Context: an optimization exercise on an open-source flow, tuned for small area, a short achievable clock period and few clock cycles per item. The choices shown serve that exercise and are no tape-out recipe. No functional check of the RTL was part of any run shown here. No activity file was given, so power comes from the tool's default toggle rates.

[flow/run.sh]
#!/bin/bash
# Own layout flow: the standard flow, with the port buffers made from
# sky130_fd_sc_hd__buf_2 cells instead of the default cell.
set -e
cp standard.sh standard_sh.txt
echo "export BUFFER_PORTS_ARGS = -buffer_cell sky130_fd_sc_hd__buf_2" >> config.mk
bash standard.sh > standard.log 2>&1
[standard.sh]
#!/bin/bash
# synth_recipe.tcl (not shown) runs the flow's synth.tcl, then flattens the netlist and writes it again
# the make line also repeats each setting of config.mk as NAME=value (left out here)
make -C /OpenROAD-flow-scripts/flow DESIGN_CONFIG=/design/flow/config.mk WORK_HOME=/design/flow/orfs CLKGATE_MAP_FILE= SYNTH_SCRIPT=/design/flow/synth_recipe.tcl "${@:-finish}"
[config.mk]
export PLATFORM = sky130hd
export DESIGN_NAME = booth_multiplier
export DESIGN_NICKNAME = booth_multiplier
export VERILOG_FILES = /design/flow/design.v
export SDC_FILE = /design/flow/constraint.sdc
export NUM_CORES = 4
export LEC_CHECK = 0
export CAP_MARGIN = 20
export CORE_MARGIN = 2
export CORE_UTILIZATION = 60
export SETUP_SLACK_MARGIN = 2.7
export SLEW_MARGIN = 20
export SYNTH_HIERARCHICAL = 1
export SYNTH_MINIMUM_KEEP_SIZE = 0
export BUFFER_PORTS_ARGS = -buffer_cell sky130_fd_sc_hd__buf_2
[constraint.sdc]
create_clock -name core_clock -period 6.0 [get_ports {clk}]
set_input_delay 1.2000 -clock core_clock [delete_from_list [all_inputs] [get_ports {clk}]]
set_output_delay 1.2000 -clock core_clock [all_outputs]
set_load 0.01 [all_outputs]
[design.v]
module booth_multiplier #(
    parameter int N = 64
)(
    input  logic                    clk,
    input  logic                    rst,
    input  logic                    start,
    input  logic signed [N-1:0]     multiplicand,
    input  logic signed [N-1:0]     multiplier,
    output logic signed [(2*N)-1:0] product,
    output logic                    done
);
    logic [63:0]   M;           
    logic [63:0]   Q;           
    logic [65:0]   S, C;        
    logic [7:0]    SL, CL;      
    logic [3:0]    one, two, ng;    
    logic [3:0]    oneb, twob, ngb;    
    logic          first;       
    logic [2:0]    cnt;
    logic          busy, fin;
    logic [8:0]    lsum;
    logic          cout;
    assign lsum = {1'b0, SL} + {1'b0, CL};
    assign cout = lsum[8];
    function automatic logic [2:0] recode(input logic [2:0] b);
        recode[2] = b[1] ^ b[0];
        recode[1] = (b[2] & ~b[1] & ~b[0]) | (~b[2] & b[1] & b[0]);
        recode[0] = b[2];
    endfunction
    logic [8:0] nbi, nbq;
    logic [3:0] one_i, two_i, ng_i, one_q, two_q, ng_q, one_n, two_n, ng_n;
    assign nbi = {multiplier[7:0], 1'b0};
    assign nbq = Q[15:7];
    always_comb begin
        for (int j = 0; j < 4; j++) begin
            {one_i[j], two_i[j], ng_i[j]} = recode(nbi[2*j +: 3]);
            {one_q[j], two_q[j], ng_q[j]} = recode(nbq[2*j +: 3]);
        end
    end
    assign one_n = start ? one_i : one_q;
    assign two_n = start ? two_i : two_q;
    assign ng_n  = start ? ng_i  : ng_q;
    logic [65:0] pp0;
    logic [65:0] pp1;
    logic [65:0] pp2;
    logic [65:0] pp3;
    always_comb begin
        pp0[0] = ng[0] ^ (one[0] & M[0]);
        for (int i = 1; i < 33; i++) pp0[i] = ng[0] ^ ((one[0] & M[i]) | (two[0] & M[i-1]));
        for (int i = 33; i < 64; i++) pp0[i] = ngb[0] ^ ((oneb[0] & M[i]) | (twob[0] & M[i-1]));
        pp0[64] = ngb[0] ^ ((oneb[0] | twob[0]) & M[63]);
        pp0[65] = ~pp0[64];
        pp1[0] = ng[1] ^ (one[1] & M[0]);
        for (int i = 1; i < 33; i++) pp1[i] = ng[1] ^ ((one[1] & M[i]) | (two[1] & M[i-1]));
        for (int i = 33; i < 64; i++) pp1[i] = ngb[1] ^ ((oneb[1] & M[i]) | (twob[1] & M[i-1]));
        pp1[64] = ngb[1] ^ ((oneb[1] | twob[1]) & M[63]);
        pp1[65] = ~pp1[64];
        pp2[0] = ng[2] ^ (one[2] & M[0]);
        for (int i = 1; i < 33; i++) pp2[i] = ng[2] ^ ((one[2] & M[i]) | (two[2] & M[i-1]));
        for (int i = 33; i < 64; i++) pp2[i] = ngb[2] ^ ((oneb[2] & M[i]) | (twob[2] & M[i-1]));
        pp2[64] = ngb[2] ^ ((oneb[2] | twob[2]) & M[63]);
        pp2[65] = ~pp2[64];
        pp3[0] = ng[3] ^ (one[3] & M[0]);
        for (int i = 1; i < 33; i++) pp3[i] = ng[3] ^ ((one[3] & M[i]) | (two[3] & M[i-1]));
        for (int i = 33; i < 64; i++) pp3[i] = ngb[3] ^ ((oneb[3] & M[i]) | (twob[3] & M[i-1]));
        pp3[64] = ngb[3] ^ ((oneb[3] | twob[3]) & M[63]);
        pp3[65] = ~pp3[64];
    end
    logic [65:0] Sg;    
    assign Sg = first ? '0 : S;
    logic hs0, hc0, fs1, fc1, fs2, fc2, hs3, hc3;
    logic fs4, fc4, fs5, fc5, fs6, fc6, fs7, fc7;
    logic fs8, fc8, fs9, fc9, fs10, fc10, fs11, fc11;
    logic fs12, fc12, fs13, fc13, fs14, fc14, fs15, fc15;
    logic fs16, fc16, fs17, fc17, fs18, fc18, fs19, fc19;
    logic fs20, fc20, fs21, fc21, fs22, fc22, fs23, fc23;
    logic fs24, fc24, fs25, fc25, fs26, fc26, fs27, fc27;
    logic fs28, fc28, fs29, fc29, fs30, fc30, fs31, fc31;
    logic fs32, fc32, fs33, fc33, fs34, fc34, fs35, fc35;
    logic fs36, fc36, fs37, fc37, fs38, fc38, fs39, fc39;
    logic fs40, fc40, fs41, fc41, fs42, fc42, fs43, fc43;
    logic fs44, fc44, fs45, fc45, fs46, fc46, fs47, fc47;
    logic fs48, fc48, fs49, fc49, fs50, fc50, fs51, fc51;
    logic fs52, fc52, fs53, fc53, fs54, fc54, fs55, fc55;
    logic fs56, fc56, fs57, fc57, fs58, fc58, fs59, fc59;
    logic fs60, fc60, fs61, fc61, fs62, fc62, fs63, fc63;
    logic fs64, fc64, fs65, fc65, fs66, fc66, fs67, fc67;
    logic fs68, fc68, fs69, fc69, fs70, fc70, fs71, fc71;
    logic fs72, fc72, fs73, fc73, fs74, fc74, fs75, fc75;
    logic fs76, fc76, fs77, fc77, fs78, fc78, fs79, fc79;
    logic fs80, fc80, fs81, fc81, fs82, fc82, fs83, fc83;
    logic fs84, fc84, fs85, fc85, fs86, fc86, fs87, fc87;
    logic fs88, fc88, fs89, fc89, fs90, fc90, fs91, fc91;
    logic fs92, fc92, fs93, fc93, fs94, fc94, fs95, fc95;
    logic fs96, fc96, fs97, fc97, fs98, fc98, fs99, fc99;
    logic fs100, fc100, fs101, fc101, fs102, fc102, fs103, fc103;
    logic fs104, fc104, fs105, fc105, fs106, fc106, fs107, fc107;
    logic fs108, fc108, fs109, fc109, fs110, fc110, fs111, fc111;
    logic fs112, fc112, fs113, fc113, fs114, fc114, fs115, fc115;
    logic fs116, fc116, fs117, fc117, fs118, fc118, fs119, fc119;
    logic fs120, fc120, fs121, fc121, fs122, fc122, hs123, hc123;
    logic hs124, hc124, fs125, fc125, fs126, fc126, fs127, fc127;
    logic fs128, fc128, fs129, fc129, fs130, fc130, fs131, fc131;
    logic fs132, fc132, fs133, fc133, fs134, fc134, fs135, fc135;
    logic fs136, fc136, fs137, fc137, fs138, fc138, fs139, fc139;
    logic fs140, fc140, fs141, fc141, fs142, fc142, fs143, fc143;
    logic fs144, fc144, fs145, fc145, fs146, fc146, fs147, fc147;
    logic fs148, fc148, fs149, fc149, fs150, fc150, fs151, fc151;
    logic fs152, fc152, fs153, fc153, fs154, fc154, fs155, fc155;
    logic fs156, fc156, fs157, fc157, fs158, fc158, fs159, fc159;
    logic fs160, fc160, fs161, fc161, fs162, fc162, fs163, fc163;
    logic fs164, fc164, fs165, fc165, fs166, fc166, fs167, fc167;
    logic fs168, fc168, fs169, fc169, fs170, fc170, fs171, fc171;
    logic fs172, fc172, fs173, fc173, fs174, fc174, fs175, fc175;
    logic fs176, fc176, fs177, fc177, fs178, fc178, fs179, fc179;
    logic fs180, fc180, fs181, fc181, fs182, fc182, fs183, fc183;
    logic fs184, fc184, fs185, fc185, fs186, fc186, fs187, fc187;
    logic fs188, fc188, fs189, fc189, fs190, fc190, hs191, hc191;
    logic hs192, hc192, fs193, fc193, fs194, fc194, fs195, fc195;
    logic fs196, fc196, fs197, fc197, fs198, fc198, fs199, fc199;
    logic fs200, fc200, fs201, fc201, fs202, fc202, fs203, fc203;
    logic fs204, fc204, fs205, fc205, fs206, fc206, fs207, fc207;
    logic fs208, fc208, fs209, fc209, fs210, fc210, fs211, fc211;
    logic fs212, fc212, fs213, fc213, fs214, fc214, fs215, fc215;
    logic fs216, fc216, fs217, fc217, fs218, fc218, fs219, fc219;
    logic fs220, fc220, fs221, fc221, fs222, fc222, fs223, fc223;
    logic fs224, fc224, fs225, fc225, fs226, fc226, fs227, fc227;
    logic fs228, fc228, fs229, fc229, fs230, fc230, fs231, fc231;
    logic fs232, fc232, fs233, fc233, fs234, fc234, fs235, fc235;
    logic fs236, fc236, fs237, fc237, fs238, fc238, fs239, fc239;
    logic fs240, fc240, fs241, fc241, fs242, fc242, fs243, fc243;
    logic fs244, fc244, fs245, fc245, fs246, fc246, fs247, fc247;
    logic fs248, fc248, fs249, fc249, fs250, fc250, fs251, fc251;
    logic fs252, fc252, fs253, fc253, fs254, fc254, fs255, fc255;
    logic fs256, fc256, fs257, fc257, fs258, fc258, fs259, fc259;
    logic fs260, fc260, fs261, fc261, hs262, hc262;
    bm_ha u_hs0 (.a(Sg[4]), .b(C[4]), .s(hs0), .co(hc0));
    bm_fa u_fs1 (.a(Sg[5]), .b(C[5]), .c(pp0[5]), .s(fs1), .co(fc1));
    bm_fa u_fs2 (.a(Sg[6]), .b(C[6]), .c(pp0[6]), .s(fs2), .co(fc2));
    bm_ha u_hs3 (.a(pp1[4]), .b(pp2[2]), .s(hs3), .co(hc3));
    bm_fa u_fs4 (.a(Sg[7]), .b(C[7]), .c(pp0[7]), .s(fs4), .co(fc4));
    bm_fa u_fs5 (.a(pp1[5]), .b(pp2[3]), .c(pp3[1]), .s(fs5), .co(fc5));
    bm_fa u_fs6 (.a(Sg[8]), .b(C[8]), .c(pp0[8]), .s(fs6), .co(fc6));
    bm_fa u_fs7 (.a(pp1[6]), .b(pp2[4]), .c(pp3[2]), .s(fs7), .co(fc7));
    bm_fa u_fs8 (.a(Sg[9]), .b(C[9]), .c(pp0[9]), .s(fs8), .co(fc8));
    bm_fa u_fs9 (.a(pp1[7]), .b(pp2[5]), .c(pp3[3]), .s(fs9), .co(fc9));
    bm_fa u_fs10 (.a(Sg[10]), .b(C[10]), .c(pp0[10]), .s(fs10), .co(fc10));
    bm_fa u_fs11 (.a(pp1[8]), .b(pp2[6]), .c(pp3[4]), .s(fs11), .co(fc11));
    bm_fa u_fs12 (.a(Sg[11]), .b(C[11]), .c(pp0[11]), .s(fs12), .co(fc12));
    bm_fa u_fs13 (.a(pp1[9]), .b(pp2[7]), .c(pp3[5]), .s(fs13), .co(fc13));
    bm_fa u_fs14 (.a(Sg[12]), .b(C[12]), .c(pp0[12]), .s(fs14), .co(fc14));
    bm_fa u_fs15 (.a(pp1[10]), .b(pp2[8]), .c(pp3[6]), .s(fs15), .co(fc15));
    bm_fa u_fs16 (.a(Sg[13]), .b(C[13]), .c(pp0[13]), .s(fs16), .co(fc16));
    bm_fa u_fs17 (.a(pp1[11]), .b(pp2[9]), .c(pp3[7]), .s(fs17), .co(fc17));
    bm_fa u_fs18 (.a(Sg[14]), .b(C[14]), .c(pp0[14]), .s(fs18), .co(fc18));
    bm_fa u_fs19 (.a(pp1[12]), .b(pp2[10]), .c(pp3[8]), .s(fs19), .co(fc19));
    bm_fa u_fs20 (.a(Sg[15]), .b(C[15]), .c(pp0[15]), .s(fs20), .co(fc20));
    bm_fa u_fs21 (.a(pp1[13]), .b(pp2[11]), .c(pp3[9]), .s(fs21), .co(fc21));
    bm_fa u_fs22 (.a(Sg[16]), .b(C[16]), .c(pp0[16]), .s(fs22), .co(fc22));
    bm_fa u_fs23 (.a(pp1[14]), .b(pp2[12]), .c(pp3[10]), .s(fs23), .co(fc23));
    bm_fa u_fs24 (.a(Sg[17]), .b(C[17]), .c(pp0[17]), .s(fs24), .co(fc24));
    bm_fa u_fs25 (.a(pp1[15]), .b(pp2[13]), .c(pp3[11]), .s(fs25), .co(fc25));
    bm_fa u_fs26 (.a(Sg[18]), .b(C[18]), .c(pp0[18]), .s(fs26), .co(fc26));
    bm_fa u_fs27 (.a(pp1[16]), .b(pp2[14]), .c(pp3[12]), .s(fs27), .co(fc27));
    bm_fa u_fs28 (.a(Sg[19]), .b(C[19]), .c(pp0[19]), .s(fs28), .co(fc28));
    bm_fa u_fs29 (.a(pp1[17]), .b(pp2[15]), .c(pp3[13]), .s(fs29), .co(fc29));
    bm_fa u_fs30 (.a(Sg[20]), .b(C[20]), .c(pp0[20]), .s(fs30), .co(fc30));
    bm_fa u_fs31 (.a(pp1[18]), .b(pp2[16]), .c(pp3[14]), .s(fs31), .co(fc31));
    bm_fa u_fs32 (.a(Sg[21]), .b(C[21]), .c(pp0[21]), .s(fs32), .co(fc32));
    bm_fa u_fs33 (.a(pp1[19]), .b(pp2[17]), .c(pp3[15]), .s(fs33), .co(fc33));
    bm_fa u_fs34 (.a(Sg[22]), .b(C[22]), .c(pp0[22]), .s(fs34), .co(fc34));
    bm_fa u_fs35 (.a(pp1[20]), .b(pp2[18]), .c(pp3[16]), .s(fs35), .co(fc35));
    bm_fa u_fs36 (.a(Sg[23]), .b(C[23]), .c(pp0[23]), .s(fs36), .co(fc36));
    bm_fa u_fs37 (.a(pp1[21]), .b(pp2[19]), .c(pp3[17]), .s(fs37), .co(fc37));
    bm_fa u_fs38 (.a(Sg[24]), .b(C[24]), .c(pp0[24]), .s(fs38), .co(fc38));
    bm_fa u_fs39 (.a(pp1[22]), .b(pp2[20]), .c(pp3[18]), .s(fs39), .co(fc39));
    bm_fa u_fs40 (.a(Sg[25]), .b(C[25]), .c(pp0[25]), .s(fs40), .co(fc40));
    bm_fa u_fs41 (.a(pp1[23]), .b(pp2[21]), .c(pp3[19]), .s(fs41), .co(fc41));
    bm_fa u_fs42 (.a(Sg[26]), .b(C[26]), .c(pp0[26]), .s(fs42), .co(fc42));
    bm_fa u_fs43 (.a(pp1[24]), .b(pp2[22]), .c(pp3[20]), .s(fs43), .co(fc43));
    bm_fa u_fs44 (.a(Sg[27]), .b(C[27]), .c(pp0[27]), .s(fs44), .co(fc44));
    bm_fa u_fs45 (.a(pp1[25]), .b(pp2[23]), .c(pp3[21]), .s(fs45), .co(fc45));
    bm_fa u_fs46 (.a(Sg[28]), .b(C[28]), .c(pp0[28]), .s(fs46), .co(fc46));
    bm_fa u_fs47 (.a(pp1[26]), .b(pp2[24]), .c(pp3[22]), .s(fs47), .co(fc47));
    bm_fa u_fs48 (.a(Sg[29]), .b(C[29]), .c(pp0[29]), .s(fs48), .co(fc48));
    bm_fa u_fs49 (.a(pp1[27]), .b(pp2[25]), .c(pp3[23]), .s(fs49), .co(fc49));
    bm_fa u_fs50 (.a(Sg[30]), .b(C[30]), .c(pp0[30]), .s(fs50), .co(fc50));
    bm_fa u_fs51 (.a(pp1[28]), .b(pp2[26]), .c(pp3[24]), .s(fs51), .co(fc51));
    bm_fa u_fs52 (.a(Sg[31]), .b(C[31]), .c(pp0[31]), .s(fs52), .co(fc52));
    bm_fa u_fs53 (.a(pp1[29]), .b(pp2[27]), .c(pp3[25]), .s(fs53), .co(fc53));
    bm_fa u_fs54 (.a(Sg[32]), .b(C[32]), .c(pp0[32]), .s(fs54), .co(fc54));
    bm_fa u_fs55 (.a(pp1[30]), .b(pp2[28]), .c(pp3[26]), .s(fs55), .co(fc55));
    bm_fa u_fs56 (.a(Sg[33]), .b(C[33]), .c(pp0[33]), .s(fs56), .co(fc56));
    bm_fa u_fs57 (.a(pp1[31]), .b(pp2[29]), .c(pp3[27]), .s(fs57), .co(fc57));
    bm_fa u_fs58 (.a(Sg[34]), .b(C[34]), .c(pp0[34]), .s(fs58), .co(fc58));
    bm_fa u_fs59 (.a(pp1[32]), .b(pp2[30]), .c(pp3[28]), .s(fs59), .co(fc59));
    bm_fa u_fs60 (.a(Sg[35]), .b(C[35]), .c(pp0[35]), .s(fs60), .co(fc60));
    bm_fa u_fs61 (.a(pp1[33]), .b(pp2[31]), .c(pp3[29]), .s(fs61), .co(fc61));
    bm_fa u_fs62 (.a(Sg[36]), .b(C[36]), .c(pp0[36]), .s(fs62), .co(fc62));
    bm_fa u_fs63 (.a(pp1[34]), .b(pp2[32]), .c(pp3[30]), .s(fs63), .co(fc63));
    bm_fa u_fs64 (.a(Sg[37]), .b(C[37]), .c(pp0[37]), .s(fs64), .co(fc64));
    bm_fa u_fs65 (.a(pp1[35]), .b(pp2[33]), .c(pp3[31]), .s(fs65), .co(fc65));
    bm_fa u_fs66 (.a(Sg[38]), .b(C[38]), .c(pp0[38]), .s(fs66), .co(fc66));
    bm_fa u_fs67 (.a(pp1[36]), .b(pp2[34]), .c(pp3[32]), .s(fs67), .co(fc67));
    bm_fa u_fs68 (.a(Sg[39]), .b(C[39]), .c(pp0[39]), .s(fs68), .co(fc68));
    bm_fa u_fs69 (.a(pp1[37]), .b(pp2[35]), .c(pp3[33]), .s(fs69), .co(fc69));
    bm_fa u_fs70 (.a(Sg[40]), .b(C[40]), .c(pp0[40]), .s(fs70), .co(fc70));
    bm_fa u_fs71 (.a(pp1[38]), .b(pp2[36]), .c(pp3[34]), .s(fs71), .co(fc71));
    bm_fa u_fs72 (.a(Sg[41]), .b(C[41]), .c(pp0[41]), .s(fs72), .co(fc72));
    bm_fa u_fs73 (.a(pp1[39]), .b(pp2[37]), .c(pp3[35]), .s(fs73), .co(fc73));
    bm_fa u_fs74 (.a(Sg[42]), .b(C[42]), .c(pp0[42]), .s(fs74), .co(fc74));
    bm_fa u_fs75 (.a(pp1[40]), .b(pp2[38]), .c(pp3[36]), .s(fs75), .co(fc75));
    bm_fa u_fs76 (.a(Sg[43]), .b(C[43]), .c(pp0[43]), .s(fs76), .co(fc76));
    bm_fa u_fs77 (.a(pp1[41]), .b(pp2[39]), .c(pp3[37]), .s(fs77), .co(fc77));
    bm_fa u_fs78 (.a(Sg[44]), .b(C[44]), .c(pp0[44]), .s(fs78), .co(fc78));
    bm_fa u_fs79 (.a(pp1[42]), .b(pp2[40]), .c(pp3[38]), .s(fs79), .co(fc79));
    bm_fa u_fs80 (.a(Sg[45]), .b(C[45]), .c(pp0[45]), .s(fs80), .co(fc80));
    bm_fa u_fs81 (.a(pp1[43]), .b(pp2[41]), .c(pp3[39]), .s(fs81), .co(fc81));
    bm_fa u_fs82 (.a(Sg[46]), .b(C[46]), .c(pp0[46]), .s(fs82), .co(fc82));
    bm_fa u_fs83 (.a(pp1[44]), .b(pp2[42]), .c(pp3[40]), .s(fs83), .co(fc83));
    bm_fa u_fs84 (.a(Sg[47]), .b(C[47]), .c(pp0[47]), .s(fs84), .co(fc84));
    bm_fa u_fs85 (.a(pp1[45]), .b(pp2[43]), .c(pp3[41]), .s(fs85), .co(fc85));
    bm_fa u_fs86 (.a(Sg[48]), .b(C[48]), .c(pp0[48]), .s(fs86), .co(fc86));
    bm_fa u_fs87 (.a(pp1[46]), .b(pp2[44]), .c(pp3[42]), .s(fs87), .co(fc87));
    bm_fa u_fs88 (.a(Sg[49]), .b(C[49]), .c(pp0[49]), .s(fs88), .co(fc88));
    bm_fa u_fs89 (.a(pp1[47]), .b(pp2[45]), .c(pp3[43]), .s(fs89), .co(fc89));
    bm_fa u_fs90 (.a(Sg[50]), .b(C[50]), .c(pp0[50]), .s(fs90), .co(fc90));
    bm_fa u_fs91 (.a(pp1[48]), .b(pp2[46]), .c(pp3[44]), .s(fs91), .co(fc91));
    bm_fa u_fs92 (.a(Sg[51]), .b(C[51]), .c(pp0[51]), .s(fs92), .co(fc92));
    bm_fa u_fs93 (.a(pp1[49]), .b(pp2[47]), .c(pp3[45]), .s(fs93), .co(fc93));
    bm_fa u_fs94 (.a(Sg[52]), .b(C[52]), .c(pp0[52]), .s(fs94), .co(fc94));
    bm_fa u_fs95 (.a(pp1[50]), .b(pp2[48]), .c(pp3[46]), .s(fs95), .co(fc95));
    bm_fa u_fs96 (.a(Sg[53]), .b(C[53]), .c(pp0[53]), .s(fs96), .co(fc96));
    bm_fa u_fs97 (.a(pp1[51]), .b(pp2[49]), .c(pp3[47]), .s(fs97), .co(fc97));
    bm_fa u_fs98 (.a(Sg[54]), .b(C[54]), .c(pp0[54]), .s(fs98), .co(fc98));
    bm_fa u_fs99 (.a(pp1[52]), .b(pp2[50]), .c(pp3[48]), .s(fs99), .co(fc99));
    bm_fa u_fs100 (.a(Sg[55]), .b(C[55]), .c(pp0[55]), .s(fs100), .co(fc100));
    bm_fa u_fs101 (.a(pp1[53]), .b(pp2[51]), .c(pp3[49]), .s(fs101), .co(fc101));
    bm_fa u_fs102 (.a(Sg[56]), .b(C[56]), .c(pp0[56]), .s(fs102), .co(fc102));
    bm_fa u_fs103 (.a(pp1[54]), .b(pp2[52]), .c(pp3[50]), .s(fs103), .co(fc103));
    bm_fa u_fs104 (.a(Sg[57]), .b(C[57]), .c(pp0[57]), .s(fs104), .co(fc104));
    bm_fa u_fs105 (.a(pp1[55]), .b(pp2[53]), .c(pp3[51]), .s(fs105), .co(fc105));
    bm_fa u_fs106 (.a(Sg[58]), .b(C[58]), .c(pp0[58]), .s(fs106), .co(fc106));
    bm_fa u_fs107 (.a(pp1[56]), .b(pp2[54]), .c(pp3[52]), .s(fs107), .co(fc107));
    bm_fa u_fs108 (.a(Sg[59]), .b(C[59]), .c(pp0[59]), .s(fs108), .co(fc108));
    bm_fa u_fs109 (.a(pp1[57]), .b(pp2[55]), .c(pp3[53]), .s(fs109), .co(fc109));
    bm_fa u_fs110 (.a(Sg[60]), .b(C[60]), .c(pp0[60]), .s(fs110), .co(fc110));
    bm_fa u_fs111 (.a(pp1[58]), .b(pp2[56]), .c(pp3[54]), .s(fs111), .co(fc111));
    bm_fa u_fs112 (.a(Sg[61]), .b(C[61]), .c(pp0[61]), .s(fs112), .co(fc112));
    bm_fa u_fs113 (.a(pp1[59]), .b(pp2[57]), .c(pp3[55]), .s(fs113), .co(fc113));
    bm_fa u_fs114 (.a(Sg[62]), .b(C[62]), .c(pp0[62]), .s(fs114), .co(fc114));
    bm_fa u_fs115 (.a(pp1[60]), .b(pp2[58]), .c(pp3[56]), .s(fs115), .co(fc115));
    bm_fa u_fs116 (.a(Sg[63]), .b(C[63]), .c(pp0[63]), .s(fs116), .co(fc116));
    bm_fa u_fs117 (.a(pp1[61]), .b(pp2[59]), .c(pp3[57]), .s(fs117), .co(fc117));
    bm_fa u_fs118 (.a(Sg[64]), .b(C[64]), .c(pp0[64]), .s(fs118), .co(fc118));
    bm_fa u_fs119 (.a(pp1[62]), .b(pp2[60]), .c(pp3[58]), .s(fs119), .co(fc119));
    bm_fa u_fs120 (.a(Sg[65]), .b(C[65]), .c(pp0[65]), .s(fs120), .co(fc120));
    bm_fa u_fs121 (.a(pp1[63]), .b(pp2[61]), .c(pp3[59]), .s(fs121), .co(fc121));
    bm_fa u_fs122 (.a(pp1[64]), .b(pp2[62]), .c(pp3[60]), .s(fs122), .co(fc122));
    bm_ha u_hs123 (.a(Sg[0]), .b(C[0]), .s(hs123), .co(hc123));
    bm_ha u_hs124 (.a(Sg[1]), .b(C[1]), .s(hs124), .co(hc124));
    bm_fa u_fs125 (.a(Sg[2]), .b(C[2]), .c(pp0[2]), .s(fs125), .co(fc125));
    bm_fa u_fs126 (.a(Sg[3]), .b(C[3]), .c(pp0[3]), .s(fs126), .co(fc126));
    bm_fa u_fs127 (.a(hs0), .b(pp0[4]), .c(pp1[2]), .s(fs127), .co(fc127));
    bm_fa u_fs128 (.a(hc0), .b(fs1), .c(pp1[3]), .s(fs128), .co(fc128));
    bm_fa u_fs129 (.a(fc1), .b(fs2), .c(hs3), .s(fs129), .co(fc129));
    bm_fa u_fs130 (.a(fc2), .b(hc3), .c(fs4), .s(fs130), .co(fc130));
    bm_fa u_fs131 (.a(fc4), .b(fc5), .c(fs6), .s(fs131), .co(fc131));
    bm_fa u_fs132 (.a(fc6), .b(fc7), .c(fs8), .s(fs132), .co(fc132));
    bm_fa u_fs133 (.a(fc8), .b(fc9), .c(fs10), .s(fs133), .co(fc133));
    bm_fa u_fs134 (.a(fc10), .b(fc11), .c(fs12), .s(fs134), .co(fc134));
    bm_fa u_fs135 (.a(fc12), .b(fc13), .c(fs14), .s(fs135), .co(fc135));
    bm_fa u_fs136 (.a(fc14), .b(fc15), .c(fs16), .s(fs136), .co(fc136));
    bm_fa u_fs137 (.a(fc16), .b(fc17), .c(fs18), .s(fs137), .co(fc137));
    bm_fa u_fs138 (.a(fc18), .b(fc19), .c(fs20), .s(fs138), .co(fc138));
    bm_fa u_fs139 (.a(fc20), .b(fc21), .c(fs22), .s(fs139), .co(fc139));
    bm_fa u_fs140 (.a(fc22), .b(fc23), .c(fs24), .s(fs140), .co(fc140));
    bm_fa u_fs141 (.a(fc24), .b(fc25), .c(fs26), .s(fs141), .co(fc141));
    bm_fa u_fs142 (.a(fc26), .b(fc27), .c(fs28), .s(fs142), .co(fc142));
    bm_fa u_fs143 (.a(fc28), .b(fc29), .c(fs30), .s(fs143), .co(fc143));
    bm_fa u_fs144 (.a(fc30), .b(fc31), .c(fs32), .s(fs144), .co(fc144));
    bm_fa u_fs145 (.a(fc32), .b(fc33), .c(fs34), .s(fs145), .co(fc145));
    bm_fa u_fs146 (.a(fc34), .b(fc35), .c(fs36), .s(fs146), .co(fc146));
    bm_fa u_fs147 (.a(fc36), .b(fc37), .c(fs38), .s(fs147), .co(fc147));
    bm_fa u_fs148 (.a(fc38), .b(fc39), .c(fs40), .s(fs148), .co(fc148));
    bm_fa u_fs149 (.a(fc40), .b(fc41), .c(fs42), .s(fs149), .co(fc149));
    bm_fa u_fs150 (.a(fc42), .b(fc43), .c(fs44), .s(fs150), .co(fc150));
    bm_fa u_fs151 (.a(fc44), .b(fc45), .c(fs46), .s(fs151), .co(fc151));
    bm_fa u_fs152 (.a(fc46), .b(fc47), .c(fs48), .s(fs152), .co(fc152));
    bm_fa u_fs153 (.a(fc48), .b(fc49), .c(fs50), .s(fs153), .co(fc153));
    bm_fa u_fs154 (.a(fc50), .b(fc51), .c(fs52), .s(fs154), .co(fc154));
    bm_fa u_fs155 (.a(fc52), .b(fc53), .c(fs54), .s(fs155), .co(fc155));
    bm_fa u_fs156 (.a(fc54), .b(fc55), .c(fs56), .s(fs156), .co(fc156));
    bm_fa u_fs157 (.a(fc56), .b(fc57), .c(fs58), .s(fs157), .co(fc157));
    bm_fa u_fs158 (.a(fc58), .b(fc59), .c(fs60), .s(fs158), .co(fc158));
    bm_fa u_fs159 (.a(fc60), .b(fc61), .c(fs62), .s(fs159), .co(fc159));
    bm_fa u_fs160 (.a(fc62), .b(fc63), .c(fs64), .s(fs160), .co(fc160));
    bm_fa u_fs161 (.a(fc64), .b(fc65), .c(fs66), .s(fs161), .co(fc161));
    bm_fa u_fs162 (.a(fc66), .b(fc67), .c(fs68), .s(fs162), .co(fc162));
    bm_fa u_fs163 (.a(fc68), .b(fc69), .c(fs70), .s(fs163), .co(fc163));
    bm_fa u_fs164 (.a(fc70), .b(fc71), .c(fs72), .s(fs164), .co(fc164));
    bm_fa u_fs165 (.a(fc72), .b(fc73), .c(fs74), .s(fs165), .co(fc165));
    bm_fa u_fs166 (.a(fc74), .b(fc75), .c(fs76), .s(fs166), .co(fc166));
    bm_fa u_fs167 (.a(fc76), .b(fc77), .c(fs78), .s(fs167), .co(fc167));
    bm_fa u_fs168 (.a(fc78), .b(fc79), .c(fs80), .s(fs168), .co(fc168));
    bm_fa u_fs169 (.a(fc80), .b(fc81), .c(fs82), .s(fs169), .co(fc169));
    bm_fa u_fs170 (.a(fc82), .b(fc83), .c(fs84), .s(fs170), .co(fc170));
    bm_fa u_fs171 (.a(fc84), .b(fc85), .c(fs86), .s(fs171), .co(fc171));
    bm_fa u_fs172 (.a(fc86), .b(fc87), .c(fs88), .s(fs172), .co(fc172));
    bm_fa u_fs173 (.a(fc88), .b(fc89), .c(fs90), .s(fs173), .co(fc173));
    bm_fa u_fs174 (.a(fc90), .b(fc91), .c(fs92), .s(fs174), .co(fc174));
    bm_fa u_fs175 (.a(fc92), .b(fc93), .c(fs94), .s(fs175), .co(fc175));
    bm_fa u_fs176 (.a(fc94), .b(fc95), .c(fs96), .s(fs176), .co(fc176));
    bm_fa u_fs177 (.a(fc96), .b(fc97), .c(fs98), .s(fs177), .co(fc177));
    bm_fa u_fs178 (.a(fc98), .b(fc99), .c(fs100), .s(fs178), .co(fc178));
    bm_fa u_fs179 (.a(fc100), .b(fc101), .c(fs102), .s(fs179), .co(fc179));
    bm_fa u_fs180 (.a(fc102), .b(fc103), .c(fs104), .s(fs180), .co(fc180));
    bm_fa u_fs181 (.a(fc104), .b(fc105), .c(fs106), .s(fs181), .co(fc181));
    bm_fa u_fs182 (.a(fc106), .b(fc107), .c(fs108), .s(fs182), .co(fc182));
    bm_fa u_fs183 (.a(fc108), .b(fc109), .c(fs110), .s(fs183), .co(fc183));
    bm_fa u_fs184 (.a(fc110), .b(fc111), .c(fs112), .s(fs184), .co(fc184));
    bm_fa u_fs185 (.a(fc112), .b(fc113), .c(fs114), .s(fs185), .co(fc185));
    bm_fa u_fs186 (.a(fc114), .b(fc115), .c(fs116), .s(fs186), .co(fc186));
    bm_fa u_fs187 (.a(fc116), .b(fc117), .c(fs118), .s(fs187), .co(fc187));
    bm_fa u_fs188 (.a(fc118), .b(fc119), .c(fs120), .s(fs188), .co(fc188));
    bm_fa u_fs189 (.a(fc120), .b(fc121), .c(fs122), .s(fs189), .co(fc189));
    bm_fa u_fs190 (.a(fc122), .b(pp1[65]), .c(pp2[63]), .s(fs190), .co(fc190));
    bm_ha u_hs191 (.a(pp2[64]), .b(pp3[62]), .s(hs191), .co(hc191));
    bm_ha u_hs192 (.a(hs123), .b(pp0[0]), .s(hs192), .co(hc192));
    bm_fa u_fs193 (.a(hc123), .b(hs124), .c(pp0[1]), .s(fs193), .co(fc193));
    bm_fa u_fs194 (.a(hc124), .b(fs125), .c(pp1[0]), .s(fs194), .co(fc194));
    bm_fa u_fs195 (.a(fc125), .b(fs126), .c(pp1[1]), .s(fs195), .co(fc195));
    bm_fa u_fs196 (.a(fc126), .b(fs127), .c(pp2[0]), .s(fs196), .co(fc196));
    bm_fa u_fs197 (.a(fc127), .b(fs128), .c(pp2[1]), .s(fs197), .co(fc197));
    bm_fa u_fs198 (.a(fc128), .b(fs129), .c(pp3[0]), .s(fs198), .co(fc198));
    bm_fa u_fs199 (.a(fc129), .b(fs130), .c(fs5), .s(fs199), .co(fc199));
    bm_fa u_fs200 (.a(fc130), .b(fs131), .c(fs7), .s(fs200), .co(fc200));
    bm_fa u_fs201 (.a(fc131), .b(fs132), .c(fs9), .s(fs201), .co(fc201));
    bm_fa u_fs202 (.a(fc132), .b(fs133), .c(fs11), .s(fs202), .co(fc202));
    bm_fa u_fs203 (.a(fc133), .b(fs134), .c(fs13), .s(fs203), .co(fc203));
    bm_fa u_fs204 (.a(fc134), .b(fs135), .c(fs15), .s(fs204), .co(fc204));
    bm_fa u_fs205 (.a(fc135), .b(fs136), .c(fs17), .s(fs205), .co(fc205));
    bm_fa u_fs206 (.a(fc136), .b(fs137), .c(fs19), .s(fs206), .co(fc206));
    bm_fa u_fs207 (.a(fc137), .b(fs138), .c(fs21), .s(fs207), .co(fc207));
    bm_fa u_fs208 (.a(fc138), .b(fs139), .c(fs23), .s(fs208), .co(fc208));
    bm_fa u_fs209 (.a(fc139), .b(fs140), .c(fs25), .s(fs209), .co(fc209));
    bm_fa u_fs210 (.a(fc140), .b(fs141), .c(fs27), .s(fs210), .co(fc210));
    bm_fa u_fs211 (.a(fc141), .b(fs142), .c(fs29), .s(fs211), .co(fc211));
    bm_fa u_fs212 (.a(fc142), .b(fs143), .c(fs31), .s(fs212), .co(fc212));
    bm_fa u_fs213 (.a(fc143), .b(fs144), .c(fs33), .s(fs213), .co(fc213));
    bm_fa u_fs214 (.a(fc144), .b(fs145), .c(fs35), .s(fs214), .co(fc214));
    bm_fa u_fs215 (.a(fc145), .b(fs146), .c(fs37), .s(fs215), .co(fc215));
    bm_fa u_fs216 (.a(fc146), .b(fs147), .c(fs39), .s(fs216), .co(fc216));
    bm_fa u_fs217 (.a(fc147), .b(fs148), .c(fs41), .s(fs217), .co(fc217));
    bm_fa u_fs218 (.a(fc148), .b(fs149), .c(fs43), .s(fs218), .co(fc218));
    bm_fa u_fs219 (.a(fc149), .b(fs150), .c(fs45), .s(fs219), .co(fc219));
    bm_fa u_fs220 (.a(fc150), .b(fs151), .c(fs47), .s(fs220), .co(fc220));
    bm_fa u_fs221 (.a(fc151), .b(fs152), .c(fs49), .s(fs221), .co(fc221));
    bm_fa u_fs222 (.a(fc152), .b(fs153), .c(fs51), .s(fs222), .co(fc222));
    bm_fa u_fs223 (.a(fc153), .b(fs154), .c(fs53), .s(fs223), .co(fc223));
    bm_fa u_fs224 (.a(fc154), .b(fs155), .c(fs55), .s(fs224), .co(fc224));
    bm_fa u_fs225 (.a(fc155), .b(fs156), .c(fs57), .s(fs225), .co(fc225));
    bm_fa u_fs226 (.a(fc156), .b(fs157), .c(fs59), .s(fs226), .co(fc226));
    bm_fa u_fs227 (.a(fc157), .b(fs158), .c(fs61), .s(fs227), .co(fc227));
    bm_fa u_fs228 (.a(fc158), .b(fs159), .c(fs63), .s(fs228), .co(fc228));
    bm_fa u_fs229 (.a(fc159), .b(fs160), .c(fs65), .s(fs229), .co(fc229));
    bm_fa u_fs230 (.a(fc160), .b(fs161), .c(fs67), .s(fs230), .co(fc230));
    bm_fa u_fs231 (.a(fc161), .b(fs162), .c(fs69), .s(fs231), .co(fc231));
    bm_fa u_fs232 (.a(fc162), .b(fs163), .c(fs71), .s(fs232), .co(fc232));
    bm_fa u_fs233 (.a(fc163), .b(fs164), .c(fs73), .s(fs233), .co(fc233));
    bm_fa u_fs234 (.a(fc164), .b(fs165), .c(fs75), .s(fs234), .co(fc234));
    bm_fa u_fs235 (.a(fc165), .b(fs166), .c(fs77), .s(fs235), .co(fc235));
    bm_fa u_fs236 (.a(fc166), .b(fs167), .c(fs79), .s(fs236), .co(fc236));
    bm_fa u_fs237 (.a(fc167), .b(fs168), .c(fs81), .s(fs237), .co(fc237));
    bm_fa u_fs238 (.a(fc168), .b(fs169), .c(fs83), .s(fs238), .co(fc238));
    bm_fa u_fs239 (.a(fc169), .b(fs170), .c(fs85), .s(fs239), .co(fc239));
    bm_fa u_fs240 (.a(fc170), .b(fs171), .c(fs87), .s(fs240), .co(fc240));
    bm_fa u_fs241 (.a(fc171), .b(fs172), .c(fs89), .s(fs241), .co(fc241));
    bm_fa u_fs242 (.a(fc172), .b(fs173), .c(fs91), .s(fs242), .co(fc242));
    bm_fa u_fs243 (.a(fc173), .b(fs174), .c(fs93), .s(fs243), .co(fc243));
    bm_fa u_fs244 (.a(fc174), .b(fs175), .c(fs95), .s(fs244), .co(fc244));
    bm_fa u_fs245 (.a(fc175), .b(fs176), .c(fs97), .s(fs245), .co(fc245));
    bm_fa u_fs246 (.a(fc176), .b(fs177), .c(fs99), .s(fs246), .co(fc246));
    bm_fa u_fs247 (.a(fc177), .b(fs178), .c(fs101), .s(fs247), .co(fc247));
    bm_fa u_fs248 (.a(fc178), .b(fs179), .c(fs103), .s(fs248), .co(fc248));
    bm_fa u_fs249 (.a(fc179), .b(fs180), .c(fs105), .s(fs249), .co(fc249));
    bm_fa u_fs250 (.a(fc180), .b(fs181), .c(fs107), .s(fs250), .co(fc250));
    bm_fa u_fs251 (.a(fc181), .b(fs182), .c(fs109), .s(fs251), .co(fc251));
    bm_fa u_fs252 (.a(fc182), .b(fs183), .c(fs111), .s(fs252), .co(fc252));
    bm_fa u_fs253 (.a(fc183), .b(fs184), .c(fs113), .s(fs253), .co(fc253));
    bm_fa u_fs254 (.a(fc184), .b(fs185), .c(fs115), .s(fs254), .co(fc254));
    bm_fa u_fs255 (.a(fc185), .b(fs186), .c(fs117), .s(fs255), .co(fc255));
    bm_fa u_fs256 (.a(fc186), .b(fs187), .c(fs119), .s(fs256), .co(fc256));
    bm_fa u_fs257 (.a(fc187), .b(fs188), .c(fs121), .s(fs257), .co(fc257));
    bm_fa u_fs258 (.a(fc188), .b(fs189), .c(1'b1), .s(fs258), .co(fc258));
    bm_fa u_fs259 (.a(fc189), .b(fs190), .c(pp3[61]), .s(fs259), .co(fc259));
    bm_fa u_fs260 (.a(fc190), .b(hs191), .c(1'b1), .s(fs260), .co(fc260));
    bm_fa u_fs261 (.a(hc191), .b(pp2[65]), .c(pp3[63]), .s(fs261), .co(fc261));
    bm_ha u_hs262 (.a(pp3[64]), .b(1'b1), .s(hs262), .co(hc262));
    logic [65:0] S_t, C_t;
    logic [7:0] SL_t, CL_t;
    assign SL_t[0] = hs192;
    assign CL_t[0] = cout;
    assign SL_t[1] = hc192;
    assign CL_t[1] = fs193;
    assign SL_t[2] = fc193;
    assign CL_t[2] = fs194;
    assign SL_t[3] = fc194;
    assign CL_t[3] = fs195;
    assign SL_t[4] = fc195;
    assign CL_t[4] = fs196;
    assign SL_t[5] = fc196;
    assign CL_t[5] = fs197;
    assign SL_t[6] = fc197;
    assign CL_t[6] = fs198;
    assign SL_t[7] = fc198;
    assign CL_t[7] = fs199;
    assign S_t[0] = fc199;
    assign C_t[0] = fs200;
    assign S_t[1] = fc200;
    assign C_t[1] = fs201;
    assign S_t[2] = fc201;
    assign C_t[2] = fs202;
    assign S_t[3] = fc202;
    assign C_t[3] = fs203;
    assign S_t[4] = fc203;
    assign C_t[4] = fs204;
    assign S_t[5] = fc204;
    assign C_t[5] = fs205;
    assign S_t[6] = fc205;
    assign C_t[6] = fs206;
    assign S_t[7] = fc206;
    assign C_t[7] = fs207;
    assign S_t[8] = fc207;
    assign C_t[8] = fs208;
    assign S_t[9] = fc208;
    assign C_t[9] = fs209;
    assign S_t[10] = fc209;
    assign C_t[10] = fs210;
    assign S_t[11] = fc210;
    assign C_t[11] = fs211;
    assign S_t[12] = fc211;
    assign C_t[12] = fs212;
    assign S_t[13] = fc212;
    assign C_t[13] = fs213;
    assign S_t[14] = fc213;
    assign C_t[14] = fs214;
    assign S_t[15] = fc214;
    assign C_t[15] = fs215;
    assign S_t[16] = fc215;
    assign C_t[16] = fs216;
    assign S_t[17] = fc216;
    assign C_t[17] = fs217;
    assign S_t[18] = fc217;
    assign C_t[18] = fs218;
    assign S_t[19] = fc218;
    assign C_t[19] = fs219;
    assign S_t[20] = fc219;
    assign C_t[20] = fs220;
    assign S_t[21] = fc220;
    assign C_t[21] = fs221;
    assign S_t[22] = fc221;
    assign C_t[22] = fs222;
    assign S_t[23] = fc222;
    assign C_t[23] = fs223;
    assign S_t[24] = fc223;
    assign C_t[24] = fs224;
    assign S_t[25] = fc224;
    assign C_t[25] = fs225;
    assign S_t[26] = fc225;
    assign C_t[26] = fs226;
    assign S_t[27] = fc226;
    assign C_t[27] = fs227;
    assign S_t[28] = fc227;
    assign C_t[28] = fs228;
    assign S_t[29] = fc228;
    assign C_t[29] = fs229;
    assign S_t[30] = fc229;
    assign C_t[30] = fs230;
    assign S_t[31] = fc230;
    assign C_t[31] = fs231;
    assign S_t[32] = fc231;
    assign C_t[32] = fs232;
    assign S_t[33] = fc232;
    assign C_t[33] = fs233;
    assign S_t[34] = fc233;
    assign C_t[34] = fs234;
    assign S_t[35] = fc234;
    assign C_t[35] = fs235;
    assign S_t[36] = fc235;
    assign C_t[36] = fs236;
    assign S_t[37] = fc236;
    assign C_t[37] = fs237;
    assign S_t[38] = fc237;
    assign C_t[38] = fs238;
    assign S_t[39] = fc238;
    assign C_t[39] = fs239;
    assign S_t[40] = fc239;
    assign C_t[40] = fs240;
    assign S_t[41] = fc240;
    assign C_t[41] = fs241;
    assign S_t[42] = fc241;
    assign C_t[42] = fs242;
    assign S_t[43] = fc242;
    assign C_t[43] = fs243;
    assign S_t[44] = fc243;
    assign C_t[44] = fs244;
    assign S_t[45] = fc244;
    assign C_t[45] = fs245;
    assign S_t[46] = fc245;
    assign C_t[46] = fs246;
    assign S_t[47] = fc246;
    assign C_t[47] = fs247;
    assign S_t[48] = fc247;
    assign C_t[48] = fs248;
    assign S_t[49] = fc248;
    assign C_t[49] = fs249;
    assign S_t[50] = fc249;
    assign C_t[50] = fs250;
    assign S_t[51] = fc250;
    assign C_t[51] = fs251;
    assign S_t[52] = fc251;
    assign C_t[52] = fs252;
    assign S_t[53] = fc252;
    assign C_t[53] = fs253;
    assign S_t[54] = fc253;
    assign C_t[54] = fs254;
    assign S_t[55] = fc254;
    assign C_t[55] = fs255;
    assign S_t[56] = fc255;
    assign C_t[56] = fs256;
    assign S_t[57] = fc256;
    assign C_t[57] = fs257;
    assign S_t[58] = fc257;
    assign C_t[58] = fs258;
    assign S_t[59] = fc258;
    assign C_t[59] = fs259;
    assign S_t[60] = fc259;
    assign C_t[60] = fs260;
    assign S_t[61] = fc260;
    assign C_t[61] = fs261;
    assign S_t[62] = fc261;
    assign C_t[62] = hs262;
    assign S_t[63] = hc262;
    assign C_t[63] = pp3[65];
    assign S_t[64] = 1'b1;
    assign C_t[64] = 1'b0;
    assign S_t[65] = 1'b0;
    assign C_t[65] = 1'b0;
    logic [71:0] cpa;
    assign cpa = {S[63:0], SL} + {C[63:0], CL};
    logic [65:0] C_INIT;
    always_comb begin
        C_INIT = '0;
        C_INIT[65] = 1'b1;
        for (int i = 0; i < 32; i++) C_INIT[2*i] = multiplier[2*i+1];
    end
    always_ff @(posedge clk) begin
        if (start) begin
            M   <= multiplicand;
            Q   <= multiplier;
            cnt <= '0;
        end else if (busy) begin
            Q   <= {lsum[7:0], Q[63:8]};
            cnt <= cnt + 1'b1;
        end else if (fin) begin
            Q   <= {cpa[7:0], Q[63:8]};
        end
        if (busy) begin
            S   <= S_t;
            C   <= C_t;
            SL  <= SL_t;
            CL  <= CL_t;
        end else begin
            S   <= {2'd0, cpa[71:8]};
            C   <= start ? C_INIT : '0;
            SL  <= '0;
            CL  <= '0;
        end
        if (start || busy) begin
            one <= one_n;
            two <= two_n;
            ng  <= ng_n;
        end
        oneb <= one_n;
        twob <= two_n;
        ngb  <= ng_n;
    end
    always_ff @(posedge clk or posedge rst) begin
        if (rst) begin
            busy  <= 1'b0;
            fin   <= 1'b0;
            done  <= 1'b0;
            first <= 1'b0;
        end else begin
            first <= start;
            if (start) begin
                busy <= 1'b1;
                fin  <= 1'b0;
                done <= 1'b0;
            end else begin
                if (busy && cnt == 7) begin
                    busy <= 1'b0;
                    fin  <= 1'b1;
                end
                if (fin) begin
                    fin  <= 1'b0;
                    done <= 1'b1;
                end
            end
        end
    end
    assign product = {S[63:0], Q};
endmodule
module bm_fa (input logic a, input logic b, input logic c, output logic s, output logic co);
    assign s  = a ^ b ^ c;
    assign co = (a & b) | (a & c) | (b & c);
endmodule
module bm_ha (input logic a, input logic b, output logic s, output logic co);
    assign s  = a ^ b;
    assign co = a & b;
endmodule
==> out/summary.txt, run 1 <==
outcome -> no timing/DRC/antenna violations
maxcap violations -> 0
M1 wire length -> 31.5 mm
number of top-level pins -> 260
number of synthesized flops with an enable pin -> 140
TritonCTS clock tree -> done
asr flop ratio synth -> 1.31%
hold buffers post-CTS -> 0
Nets -> 3030
Initial DRT Pass Iterations -> 6
first-pass GRT wire length -> 117 mm
global route overflow -> 0
fin. max-slew vios -> 0
CTS Sinks -> 305
largest area contributor in the netlist -> fa_1
Core ar. -> 41900 µm²
Std-Cell Rows -> 75
Seq/Total Area, Yosys -> 29.6%
Via density -> 6.28
Port Buf Inserts -> 259
routed len/inst -> 23.9 µm
area delta synth->final -> 8.27%
crit path capture type -> flop
HPWL Detailed -> 56.0 mm
Worst-Skew Late Latency -> 0.56 ns
Inserted Diodes -> 0
Yosys warning count -> 7
Setup crit start kind -> flop
vias -> 19656
Reg area -> 7540 µm²
Mapped Cells -> 2521
worst setup path class -> flop to flop
final hold violation count -> 0
Sum Neg Setup Slack -> 0 ns
Post-Layout Inst Area -> 27500 µm²
H-tree levels -> 2
Mapped Avg Cell Area -> 10.1 µm²
clk slew on worst S/H paths -> 0.06 ns
worst slew pin tran -> 1.07 ns
crit path time final -> 3.18 ns
Fill cells -> 3486
number of remaining DRC errors -> 0
PwrDens -> 696 nW/µm²
highest-delay cell along the critical path -> ha_1
Max clock buf depth -> 3
Hold WC Path Type -> flop to flop
die height -> 210 µm
initial antenna violation count -> 0
area of the multi-input gates -> 16400 µm²
Slew HR -> 28.8%
R2R Setup Slk -> 2.82 ns
total track usage -> 34.4%
cells along the critical path -> ha_1 > and3_1 > nand4_2 > or2_1 > a2111oi_4 > o311ai_4 > o211ai_2 > nand2_1 > o2111a_1 > a221o_1
synth unique cells -> 75
Highest Signal Layer -> met4
layout cells sized above 1 -> 15.5%
Critical Path AT -> 3.63 ns
top cells by area, synth -> fa_1, edfxtp_1, dfxtp_1, xnor2_1, a22oi_1
CTS Buf Count -> 39
Synth Flop Type -> dfxtp_1
setup violators final -> 0
Root Driver -> clkbuf_16
drt total wl -> 75.0 mm
Final ANT Viol Nets -> 0
dpl cell area -> 26200 µm²
clock skew -> 0.0128 ns
Largest stage delay, worst path -> 0.46 ns
largest net degree at the start of global routing -> 154
Critical Path Fanout Max -> 7
length of routed met2 wiring -> 36.4 mm
DP Worst Slack -> 2.65 ns
initial core utilization -> 60.7%
Die Footprint -> 44100 µm²
VDD IR max -> 333 µV
Horiz. Die Dim -> 210 µm
gp weighted congestion -> 0.961
Tcrit/Tclk final -> 53.1%
Final WS setup -> 2.82 ns
vias in the first global route -> 20064
fmax -> 0.314 GHz
First DRT Iteration DRCs -> 1808
synthesized cell area -> 25400 µm²
met3 wire length -> 4.76 mm
#FFs+latches synth -> 305
Leak -> 11.0 nW
Final Power -> 19.2 mW
CP required -> 6.45 ns
area fraction of the dominant cell type after synthesis -> 20.2%
unrepaired setup endpoints after global routing -> yes
-- through the flow --
step                utilization [%]  std cells  hold slack, ns
detailed placement             62.6       3059           0.448
global route                   65.7       3131           0.489
finish                         65.7       3131           0.467
global placement               62.6       3059           0.444
CTS                            65.5       3130           0.462
floorplan                         -       2524           0.417
-- worst paths after layout --
kind / cells past startpoint / endpoint / startpoint
worst max-delay path: 10 / S[60] / S[8]
worst max register to register: 10 / S[60] / S[8]
max in group asynchronous: 2 / busy / rst
min in group asynchronous: 2 / first / rst
worst min register to register: 1 / fin / fin
worst min-delay path: 1 / fin / fin
-- Yosys cell counts, types with 59 or more instances --
cell and count:
xnor2_1 296, fa_1 257, a22oi_1 255, nand2_1 206, dfxtp_1 161, o21ai_0 161
clkbuf_1 142, edfxtp_1 140, a21oi_1 100, ha_1 80, nor2_1 73, nor2b_1 73
buf_4 64, clkbuf_2 59
-- Yosys stat by module, one instance, submodules excluded --
| module | flip-flops and latches | times used |
|---|---|---|
| booth_multiplier | 305 | 1 |
| bm_fa | 0 | 256 |
| bm_ha | 0 | 7 |
-- critical path, delay by kind of cell (launching register included) --
kind,cells,cell delay (ns)
fa+ha+maj,1,0.46
flops,1,0.36
simple gates,4,0.85
compound gates,5,1.40
-- logic make-up after synthesis --
logic type | Yosys count | synth area share [%]
adder cells (fa/ha/maj) | 337 | 24.2
AO/OA/AOI/OAI | 662 | 17.3
XOR/XNOR | 323 | 11.1
other | 2 | 0.0295
multiplexers | 38 | 1.64
flip-flops | 305 | 29.6
AND/OR/NAND/NOR | 515 | 9.91
buffers and inverters | 339 | 6.26
-- cell usage in the layout (no fill, tap or decap), types with 27 or more instances in the layout --
| cell type | Yosys | final |
|---|---|---|
| a21o_1 | 39 | 39 |
| a21oi_1 | 100 | 97 |
| a22oi_1 | 255 | 255 |
| and2_1 | 51 | 50 |
| buf_2 | 5 | 258 |
| clkbuf_16 | 0 | 43 |
| dfxtp_1 | 161 | 157 |
| edfxtp_1 | 140 | 140 |
| fa_1 | 257 | 257 |
| ha_1 | 80 | 80 |
| inv_1 | 49 | 49 |
| mux2_2 | 30 | 30 |
| nand2_1 | 206 | 206 |
| nor2_1 | 73 | 73 |
| nor2b_1 | 73 | 73 |
| o21ai_0 | 161 | 161 |
| xnor2_1 | 296 | 296 |
| xor2_1 | 27 | 27 |
-- area by class of cell --
class                   count  area share [%]
flip-flops and latches    305            27.4
clock inverters             8           0.177
inverters                  50           0.681
multi-input cells        1880            59.5
repair buffers            286            5.51
well taps                 539            2.45
clock buffers              63            4.29
-- layer usage --
layer | vias to the layer above | track usage [%]
li1 | 8818 | -
met1 | 9883 | 46.3
met2 | 806 | 57.6
met3 | 149 | 5.31
met4 | 0 | 10.7
met5 | - | 0
-- what timing repair did --
action,CTS,global route
gates resized for setup,4,10
pin swaps,0,3
setup endpoints to repair,8,20
cloned,0,0
buffers inserted,0,1
-- power by group --
| part | switching (mW) | internal, mW |
|---|---|---|
| combinational | 7.18 | 5.75 |
| sequential | 0.854 | 3.08 |
| clock | 0.947 | 1.35 |
| total | 8.98 | 10.2 |
-- sequential cells by signal, summed over array words and instances, names as in the netlist --
register / flops
C: 65
S: 65
M: 64
Q: 64
CL: 8
SL: 8
ng: 4
ngb: 4
one: 4
oneb: 4
two: 4
twob: 4
cnt: 3
busy: 1
done: 1
fin: 1
first: 1
==> run 2, diff against run 1 <==
--- a/config.mk
+++ b/config.mk
@@ -10,3 +10,3 @@
 export CORE_UTILIZATION = 60
-export SETUP_SLACK_MARGIN = 2.7
+export SETUP_SLACK_MARGIN = 3.0
 export SLEW_MARGIN = 20
==> run 2 against run 1 <==
  * Register-to-register slack improved by 0.14 ns
  * Count of clock-buffer cells in the layout did not move
  * Die area did not move
  * Clock skew rose by 0.0020 ns
  * Critical path depth rose by 1
  * Synthesized area did not move
  * First-iteration DRC count fell by 6.1%
  * Sequential power rose by 2%
  * Largest power group unchanged
==> out/summary.txt, run 2 <==
outcome -> no timing/DRC/antenna violations
initial antenna violation count -> 0
top cells by area, synth -> fa_1, edfxtp_1, dfxtp_1, xnor2_1, a22oi_1
synthesized cell area -> 25400 µm²
Hold Path Depth -> 1
Hold WC Path Type -> flop to flop
Largest stage delay, worst path -> 0.44 ns
Setup crit start kind -> flop
setup violators final -> 0
layout cells sized above 1 -> 19.6%
First DRT Iteration DRCs -> 1697
maxcap violations -> 0
unrepaired setup endpoints after global routing -> yes
Nets -> 3051
net load switching power -> 9.24 mW
Port Buf Inserts -> 259
Sum Neg Setup Slack -> 0 ns
TritonCTS clock tree -> done
vias in the first global route -> 20215
total track usage -> 34.7%
H-tree levels -> 2
die height -> 210 µm
power share of the sequential group -> 20.2%
#FFs+latches synth -> 305
clock share of power -> 11.6%
top flop regs -> C (65), S (65)
crit path capture type -> flop
post-synthesis mux area share -> 1.64%
Reg2Reg Launch Point -> S[14]
CP required -> 6.42 ns
CP Launch Point -> S[14]
cells along the critical path -> ha_1 > nand4_1 > nor2_1 > o2bb2ai_2 > a41o_1 > o311ai_4 > o211ai_2 > buf_4 > a311o_1 > xnor2_1 > o21ai_1
R2R Setup Slk -> 2.95 ns
fin. max-slew vios -> 0
most frequent cells after synthesis -> xnor2_1, fa_1, a22oi_1
Hold Path End -> fin
Inserted Diodes -> 0
fin util -> 67.4%
initial core utilization -> 60.7%
Final ANT Viol Nets -> 0
first-pass GRT wire length -> 118 mm
combinational family with the most area after synthesis -> adder cells
hold buffers post-CTS -> 0
fmax -> 0.328 GHz
PwrDens -> 701 nW/µm²
HPWL Detailed -> 56.0 mm
CTS Buf Count -> 39
Yosys warning count -> 7
drt total wl -> 75.9 mm
Horiz. Die Dim -> 210 µm
Synth Flop Type -> dfxtp_1
Leak -> 11.2 nW
area fraction of the dominant cell type after synthesis -> 20.2%
worst setup path class -> flop to flop
most common cell after layout, fill and taps aside -> xnor2_1
Mapped Cells -> 2521
Seq/Total Area, Yosys -> 29.6%
Tcrit/Tclk final -> 50.8%
Post-Synth Simple-Gate Area -> 9.91%
VDD IR max -> 333 µV
asr flop ratio synth -> 1.31%
number of top-level pins -> 260
most numerous cell in the Yosys netlist -> xnor2_1
global route overflow -> 0
area delta synth->final -> 11.2%
Max clock buf depth -> 3
highest-delay cell along the critical path -> dfxtp_1
Die Footprint -> 44100 µm²
number of synthesized flops with an enable pin -> 140
Compound-Gate Fraction of Synth Area -> 17.3%
P_int -> 10.6 mW
synth unique cells -> 75
Fill cells -> 3399
switching share of power -> 46.5%
vias -> 19805
Initial DRT Pass Iterations -> 6
Hold Path Origin -> fin
largest area contributor in the netlist -> fa_1
highest-count cells in the layout ignoring fill and taps -> xnor2_1, buf_2, a22oi_1, fa_1, nand2_1
clk slew on worst S/H paths -> 0.06 ns
Worst-Skew Late Latency -> 0.56 ns
Root Driver -> clkbuf_16
Synth Area in XOR/XNOR -> 11.1%
final hold violation count -> 0
routed len/inst -> 24.1 µm
gp weighted congestion -> 0.961
worst slew pin tran -> 1.07 ns
Critical Path Fanout Max -> 6
Via density -> 6.28
Core ar. -> 41900 µm²
Post-Synth Adder-Cell Area -> 24.2%
Slew HR -> 28.9%
Reg2Reg Capture Point -> S[48]
largest net degree at the start of global routing -> 154
Mapped Avg Cell Area -> 10.1 µm²
Critical Path AT -> 3.47 ns
Worst Reg-to-Reg Cells -> 11
crit path time final -> 3.05 ns
Std-Cell Rows -> 75
CTS Sinks -> 305
Comb pwr share -> 68.2%
number of remaining DRC errors -> 0
clock skew -> 0.0148 ns
## run 2: changes by cell type in the layout (fill, tap and decap cells not counted), moves of 13 or more
| cell | change |
|---|---|
| dfxtp_1 | -29 |
| dfxtp_2 | +23 |
| ha_1 | -23 |
| buf_6 | +18 |
| a21oi_1 | -17 |
| ha_4 | +13 |
## run 2: how the worst max path moves through the flow
stage                     slack [ns]  cells after the start    end
after floorplan                 3.05                     12  S[62]
after global placement          2.66                      6  S[60]
after detailed placement        2.65                      5  S[60]
after CTS                       2.95                      7  S[60]
after global routing            2.85                     13  S[62]
final                           2.95                     11  S[48]
## run 2: layer usage
layer	track usage, %	up-vias	share of wire (%)
li1	-	8851	-
met1	46.4	9978	41
met2	58.3	837	49
met3	5.54	139	7.1
met4	10.6	0	2.7
met5	0	-	0
## run 2: cell families (layout without fill, tap and decap cells)
logic type / count (synthesis) / count (layout)
flops: 305 / 305
mux: 38 / 38
compound gates: 662 / 662
fa+ha+maj: 337 / 337
buf+inv: 339 / 428
xor+xnor: 323 / 323
other cells: 2 / 5
simple gates: 515 / 515
## run 2: per-stage QoR
| stage | area, µm² | hold WS (ns) | power (mW) | cells | worst slack (ns) |
|---|---|---|---|---|---|
| 2_1_floorplan | 25500 | 0.417 | 13.3 | 2524 | 3.05 |
| 3_5_place_dp | 26200 | 0.448 | 16.7 | 3059 | 2.65 |
| 5_1_grt | 28300 | 0.489 | 21.7 | 3152 | 2.85 |
| 3_3_place_gp | 26200 | 0.444 | 16.4 | 3059 | 2.66 |
| 4_1_cts | 27700 | 0.462 | 19.3 | 3136 | 2.95 |
| 6_report | 28300 | 0.464 | 19.8 | 3152 | 2.95 |
## run 2: final cells by class
class,instances,area (µm²),area share (%)
multi-input cells,1880,16800,59.4
flip-flops and latches,305,7600,26.9
repair buffers,307,1790,6.32
clock buffers,63,1180,4.18
well taps,539,674,2.38
inverters,50,188,0.663
clock inverters,8,48.8,0.172
## run 2: power by group through the flow
stage	combinational (mW)	clock, mW	sequential [mW]
final	13.5	2.30	4.01
after global routing	15.2	2.41	4.07
after CTS	13.0	2.34	3.94
after detailed placement	12.7	0	3.96
after global placement	12.4	0	3.97
after floorplan	9.78	0	3.50
## run 2: modules after synthesis (local to each module, per instance)
module / flip-flops and latches / times used / cells
booth_multiplier: 305 / 1 / 2258
bm_ha: 0 / 7 / 1
bm_fa: 0 / 256 / 1
## run 2: critical path, delay by kind of cell (launching register included)
| kind | cells | cell delay [ns] |
|---|---|---|
| AND/OR/NAND/NOR | 2 | 0.25 |
| XOR/XNOR | 1 | 0.21 |
| adder cells (fa/ha/maj) | 1 | 0.36 |
| AO/OA/AOI/OAI | 6 | 1.46 |
| flip-flops | 1 | 0.44 |
| buffers and inverters | 1 | 0.17 |
## run 2: what timing repair did
item                       in CTS  in global routing
buffers inserted                6                 16
gates resized for setup        38                128
pin swaps                       8                 25
setup endpoints to repair     132                 44

[port drivers added, routing unchanged]
Ports are ideal in the flow. The routed layouts listed here were re-timed in OpenROAD.
Step 1 sets driving cells, clkbuf_16 on the clock port and buf_2 on the other inputs (assumed; they add their load-dependent delay and slew).
Step 2 moves the port delays by t, midway between the first and last clock arrival at a register: inputs arrive t later, outputs are due t later. That takes back most of the time a late clock gives input paths.
Slacks: no drivers / after step 1 / after step 2; pairs: no drivers / after step 1.
| run | t, ns | setup slack, ns | worst hold slack (ns) | worst setup path after step 2 | worst data-port slew with drivers (ns) |
|---|---|---|---|---|---|
| run 1 | 0.611 | 2.815 / 2.815 / 2.739 | 0.467 / 0.467 / 0.467 | input to register | 0.07 |
| run 2 | 0.611 | 2.952 / 2.952 / 2.775 | 0.464 / 0.464 / 0.464 | input to register | 0.08 |
After both steps every run listed still meets setup and hold. The setup slack of run 2, which loses most, moves by 0.000 ns with the drivers and by -0.177 ns with both steps.
